This is an optimization exercise on Yosys and OpenROAD, whose aim is small area, not a production implementation.
In this exercise RTL edits were held to simulation tests only and were not proved equivalent to the original.
Power and IR drop assume default switching activity.

Setup of branch pepper:
==> module char_controller, before the edit <==
module char_controller (
    input  logic       clk,
    input  logic       reset,
    input  logic [7:0] keycode0,
    input  logic [7:0] keycode1,
    input  logic       lc,
    input  logic       rc,
    input  logic       bc,
    input  logic       ts,
    input  logic       bs,
    output logic [3:0] state,
    output logic [9:0] xpos,
    output logic [9:0] ypos
);
    localparam logic [3:0] A = 4'd0,   
                           B = 4'd1,   
                           C = 4'd2,   
                           D = 4'd3,   
                           E = 4'd4,   
                           F = 4'd5,   
                           G = 4'd6,   
                           H = 4'd7,   
                           I = 4'd8,   
                           J = 4'd9,   
                           K = 4'd10,  
                           M = 4'd11,  
                           N = 4'd12;  
    logic [3:0] next_state;
    logic [6:0] cnt, cnt_inc, cnt_jmp;
    logic       k0_sp, k0_d, k0_a, k0_0, k1_sp, k1_d, k1_a, k1_0;
    logic       jump_done, to_jump, to_arc;
    assign k0_sp = (keycode0 == 8'h2C);
    assign k0_d  = (keycode0 == 8'h07);
    assign k0_a  = (keycode0 == 8'h04);
    assign k0_0  = (keycode0 == 8'h00);
    assign k1_sp = (keycode1 == 8'h2C);
    assign k1_d  = (keycode1 == 8'h07);
    assign k1_a  = (keycode1 == 8'h04);
    assign k1_0  = (keycode1 == 8'h00);
    assign jump_done = (cnt[6:1] == 6'd0);
    always_comb begin
        next_state = state;
        case (state)
            A: next_state = B;
            B: if (k0_sp || ((k0_d || k0_a) && k1_sp))  next_state = E;
               else if (k0_d && !lc && !bc)              next_state = M;
               else if (k0_a && !lc && !bc)              next_state = N;
               else if (k0_a && !lc && bc)               next_state = D;
               else if (k0_d && !rc && bc)               next_state = C;
            C: if (k0_d && !rc && bc)                    next_state = C;
               else if ((k0_d && k1_sp) || (k0_sp && k1_d)) next_state = E;
               else if (k0_0 || rc)                      next_state = B;
               else if (k0_d && !lc && !bc)              next_state = M;
            D: if (k0_a && !lc && bc)                    next_state = D;
               else if ((k0_a && k1_sp) || (k0_sp && k1_a)) next_state = E;
               else if (k0_0 || lc)                      next_state = B;
               else if (k0_a && !lc && !bc)              next_state = N;
            E: if (k0_sp)                                next_state = E;
               else if (k0_0 && k1_0)                    next_state = F;
               else if (k0_a)                            next_state = H;
               else if (k0_d)                            next_state = J;
            F: if (jump_done)                            next_state = G;
            G: if (bc)                                   next_state = B;
            H: if (lc)                                   next_state = J;
               else if (jump_done)                       next_state = I;
            I: if (lc)                                   next_state = K;
               else if (bc)                              next_state = B;
            J: if (rc)                                   next_state = H;
               else if (jump_done)                       next_state = K;
            K: if (rc)                                   next_state = I;
               else if (bc)                              next_state = B;
            M: if (bc)                                   next_state = B;
            N: if (bc)                                   next_state = B;
            default: next_state = A;
        endcase
    end
    always_ff @(posedge clk) begin
        if (reset)
            state <= A;
        else
            state <= next_state;
    end
    logic cls_clr, cls_e, cls_jump, cls_arc, cls_fall;
    assign cls_clr  = (state[3:2] == 2'b00);
    assign cls_e    = (state == E);
    assign cls_jump = (state == F) || (state == H) || (state == J);
    assign cls_arc  = (state == G) || (state == I) || (state == K);
    assign cls_fall = state[3] & (state[2] | (state[1] & state[0]));
    assign to_jump = (next_state == F) || (next_state == H) || (next_state == J);
    assign to_arc  = (next_state == G) || (next_state == I) || (next_state == K);
    logic       inc_en, dec_en, p;
    logic [6:0] cnt_next;
    always_comb begin
        logic c;
        inc_en = (cls_e    & ~(cnt[6] & cnt[1] & cnt[0]))
               | (cls_arc  & ~(&cnt))
               | (cls_fall & ~(cnt[6] & (&cnt[3:0])));
        c = inc_en;
        for (int i = 0; i < 7; i++) begin
            cnt_inc[i] = cnt[i] ^ c;
            c = c & cnt[i];
        end
        dec_en = ~cnt[0] & ~jump_done;
        c = dec_en;
        cnt_jmp[0] = cnt[0] ^ cnt[0];
        cnt_jmp[1] = cnt[1] ^ (cnt[0] | c);
        c = c & ~cnt[1];
        for (int i = 2; i < 7; i++) begin
            cnt_jmp[i] = cnt[i] ^ c;
            c = c & ~cnt[i];
        end
        p = cnt_inc[1] & cnt_inc[0] & ~cnt_inc[6];
        if (cls_clr || (cls_jump && to_arc))
            cnt_next = 7'd0;
        else if (cls_jump)
            cnt_next = cnt_jmp;
        else if (cls_e && to_jump)
            cnt_next = {cnt_inc[6:2], 1'b0, p};
        else
            cnt_next = cnt_inc;
    end
    always_ff @(posedge clk)
        cnt <= cnt_next;
    logic xodd, xup, xdn;        
    logic [3:0] dy;              
    logic [9:0] xs;
    logic [8:0] ys;
    always_comb begin
        logic p1, n1, p2, n2;
        p1 = (state == J) || (state == K) || (state == M);
        n1 = (state == H) || (state == I) || (state == N);
        p2 = (state == C);
        n2 = (state == D);
        xodd = (p1 | n1) & ~ts & ~bs;
        xup  = (p2 | (p1 & xpos[0])) & ~ts & ~bs;
        xdn  = (n2 | (n1 & ~xpos[0])) & ~ts & ~bs;
        case (state)
            F, H, J: dy = 4'b1101;
            G, I, K: dy = {~cnt[6] & ~(cnt[5] & cnt[4]), ~(cnt[6] ^ (cnt[5] & cnt[4])),
                           cnt[5] ^ cnt[4], ~cnt[4]};
            M, N:    dy = {1'b0, cnt[6] ^ (cnt[5] & cnt[4]), cnt[5] ^ cnt[4], ~cnt[4]};
            default: dy = 4'd0;
        endcase
    end
    always_comb begin
        logic a, b, c, up, dn;
        xs[0] = xpos[0] ^ xodd;
        a = 1'b1;
        b = 1'b1;
        for (int i = 1; i < 10; i++) begin
            xs[i] = xpos[i] ^ ((xup & a) | (xdn & b));
            a = a & xpos[i];
            b = b & ~xpos[i];
        end
        c = 1'b0;
        for (int i = 0; i < 4; i++) begin
            ys[i] = ypos[i] ^ dy[i] ^ c;
            c = (ypos[i] & dy[i]) | (c & (ypos[i] ^ dy[i]));
        end
        up = c & ~dy[3];
        dn = ~c & dy[3];
        a = 1'b1;
        b = 1'b1;
        for (int i = 4; i < 9; i++) begin
            ys[i] = ypos[i] ^ ((up & a) | (dn & b));
            a = a & ypos[i];
            b = b & ~ypos[i];
        end
    end
    logic [8:0] yreg;
    assign ypos = {1'b0, yreg};
    always_ff @(posedge clk) begin
        if (state == A) begin
            xpos <= 10'd320;
            yreg <= 9'd410;
        end else begin
            xpos <= xs;
            if (ts)
                yreg <= 9'd436;
            else if (bs)
                yreg <= 9'd40;
            else
                yreg <= ys;
        end
    end
endmodule
==> flow/config.mk <==
export PLATFORM = sky130hd
export DESIGN_NAME = game_core
export DESIGN_NICKNAME = game_core
export VERILOG_FILES = /design/flow/design.v
export SDC_FILE = /design/flow/constraint.sdc
export NUM_CORES = 4
export LEC_CHECK = 0
export CAP_MARGIN = 20
export CORE_MARGIN = 2
export CORE_UTILIZATION = 25
export GPL_TIMING_DRIVEN = 0
export SLEW_MARGIN = 20
==> flow/constraint.sdc <==
create_clock -name core_clock -period 12.0 [get_ports {clk}]
set_input_delay 2.4000 -clock core_clock [delete_from_list [all_inputs] [get_ports {clk}]]
set_output_delay 2.4000 -clock core_clock [all_outputs]
set_load 0.01 [all_outputs]
standard.sh (not shown) runs the stock make flow with config.mk's settings and CLKGATE_MAP_FILE= SYNTH_SCRIPT=/design/flow/synth_recipe.tcl, a recipe that flattens the netlist after the stock synthesis.
==> flow/flow/run.sh <==
#!/bin/bash
# Own layout flow: the standard synthesis, then the combinational logic
# re-mapped for area by yosys/ABC (every flip-flop instance kept exactly as the
# standard synthesis made it), then the standard layout steps with the
# smallest port buffers and a clock tree without dummy loads.
set -euo pipefail
W=$(pwd)
R=$W/orfs/results/${FLOW_PLATFORM}/game_core/base
LIB=$FLOW_HOME/platforms/${FLOW_PLATFORM}/lib/sky130_fd_sc_hd__tt_025C_1v80.lib
YOSYS=$(command -v yosys || true)
[[ -n "$YOSYS" ]] || YOSYS=$FLOW_HOME/../tools/install/yosys/bin/yosys

# 1. standard synthesis
bash standard.sh synth > "$W/flow_synth.log" 2>&1
cp "$R/1_2_yosys.v" "$W/std_1_2_yosys.v"

# 2. re-map the combinational logic for area: eight ABC runs (different
#    seeds, with and without dc2 first), four at a time; keep the smallest
remap() {
  IN="$W/std_1_2_yosys.v" OUT="$W/remap_$1.v" LIB="$LIB" TOP="$FLOW_TOP" \
    ABC_SCRIPT="$W/remap_$1.abc" "$YOSYS" -c "$W/flow/remap.tcl" > "$W/flow_remap_$1.log" 2>&1
}
for s in 1 2 3 4 5 6 7 8; do
  if (( s % 2 )); then pre='dc2\n'; else pre=''; fi
  printf "strash\n${pre}&get -n\n&deepsyn -T 60 -S %s\n&put\ndch -f\namap\ntopo\n" "$s" > "$W/remap_$s.abc"
done
for s in 1 2 3 4; do remap $s & done
wait
for s in 5 6 7 8; do remap $s & done
wait
best=""
best_area=""
for s in 1 2 3 4 5 6 7 8; do
  a=$(awk '/Chip area/ {print $NF}' "$W/remap_$s.v.stat")
  echo "remap $s: $a" >> "$W/flow_remap.log"
  if [[ -z "$best" ]] || awk -v a="$a" -v b="$best_area" 'BEGIN {exit !(a < b)}'; then
    best=$s
    best_area=$a
  fi
done
echo "kept remap $best ($best_area)" >> "$W/flow_remap.log"

# 3. the rest of the standard layout, from the re-mapped netlist
cp "$W/remap_$best.v" "$R/1_2_yosys.v"
rm -f "$R/1_synth.odb" "$R/1_synth.sdc"
bash standard.sh BUFFER_PORTS_ARGS="-buffer_cell sky130_fd_sc_hd__buf_1" \
  CTS_ARGS="-sink_clustering_enable -sink_clustering_size 40 -sink_clustering_max_diameter 300 -repair_clock_nets -buf_list sky130_fd_sc_hd__clkbuf_8 -dont_use_dummy_load" \
  finish > "$W/flow_layout.log" 2>&1
Other scripts of this flow, unchanged in this note and not shown: flow/flow/remap.tcl
diff inputs: branch pepper => branch amber
diff --git a/flow/design.v b/flow/design.v
--- a/flow/design.v
+++ b/flow/design.v
@@ -80,13 +80,13 @@
         else
             state <= next_state;
     end
     logic cls_clr, cls_e, cls_jump, cls_arc, cls_fall;
-    assign cls_clr  = (state[3:2] == 2'b00);
+    assign cls_clr  = (state[3:2] == 2'b00) || (state[3:2] == 2'b11 && state[1:0] != 2'b00);
     assign cls_e    = (state == E);
     assign cls_jump = (state == F) || (state == H) || (state == J);
     assign cls_arc  = (state == G) || (state == I) || (state == K);
-    assign cls_fall = state[3] & (state[2] | (state[1] & state[0]));
+    assign cls_fall = (state == M) || (state == N);
     assign to_jump = (next_state == F) || (next_state == H) || (next_state == J);
     assign to_arc  = (next_state == G) || (next_state == I) || (next_state == K);
     logic       inc_en, dec_en, p;
     logic [6:0] cnt_next;
==> comparison <==
Taking branch pepper as the reference, in branch amber worst setup slack after layout lower, first-pass GRT wire length went up 11%, fraction of area in clock buffers and inverters stayed essentially flat. Number of ordinary inverters in the final layout sits higher in branch amber than in branch pepper. Cmp branch pepper and branch amber / net switching share of the total power / higher: branch amber. Signed area change from the synthesized netlist to the final layout essentially unchanged between branch amber and branch pepper. The combined area of all synthesized cells in branch amber was lower than what branch pepper gave. In branch amber, the global-route usage came out 3.6 points above the value in branch pepper. Going from branch pepper to branch amber, maximum fanout encountered on the critical timing path shrinks by 4. Between branch pepper and branch amber, via count increased. Taking branch pepper as the reference, in branch amber HPWL reported at the end of detailed placement has increased; period utilization has increased; final design area excluding fillers has decreased.

## re-timing with driven ports
The results above use ideal ports. As a check the final layouts listed here were re-extracted and re-timed, cells and wires unchanged.
Step 1 (the two cells are an assumption about what drives the block):
set clk [get_ports {clk}]
set_driving_cell -lib_cell sky130_fd_sc_hd__clkbuf_16 $clk
set_driving_cell -lib_cell sky130_fd_sc_hd__buf_2 [delete_from_list [all_inputs] $clk]
Step 2 times the ports against the registers' clock, not the clock port: input delays grow and output delays shrink by t, the midpoint of the rising clock arrivals with the driver on.
Slacks: ideal / step 1 / step 2; pairs: ideal / step 1.
run	t, ns	setup WS [ns]	hold WS [ns]
branch pepper	0.341	3.937 / 3.902 / 4.243	0.485 / 0.485 / 0.485
branch amber	0.362	3.657 / 3.620 / 3.983	0.500 / 0.500 / 0.500
After both steps setup and hold are still met in every run listed.
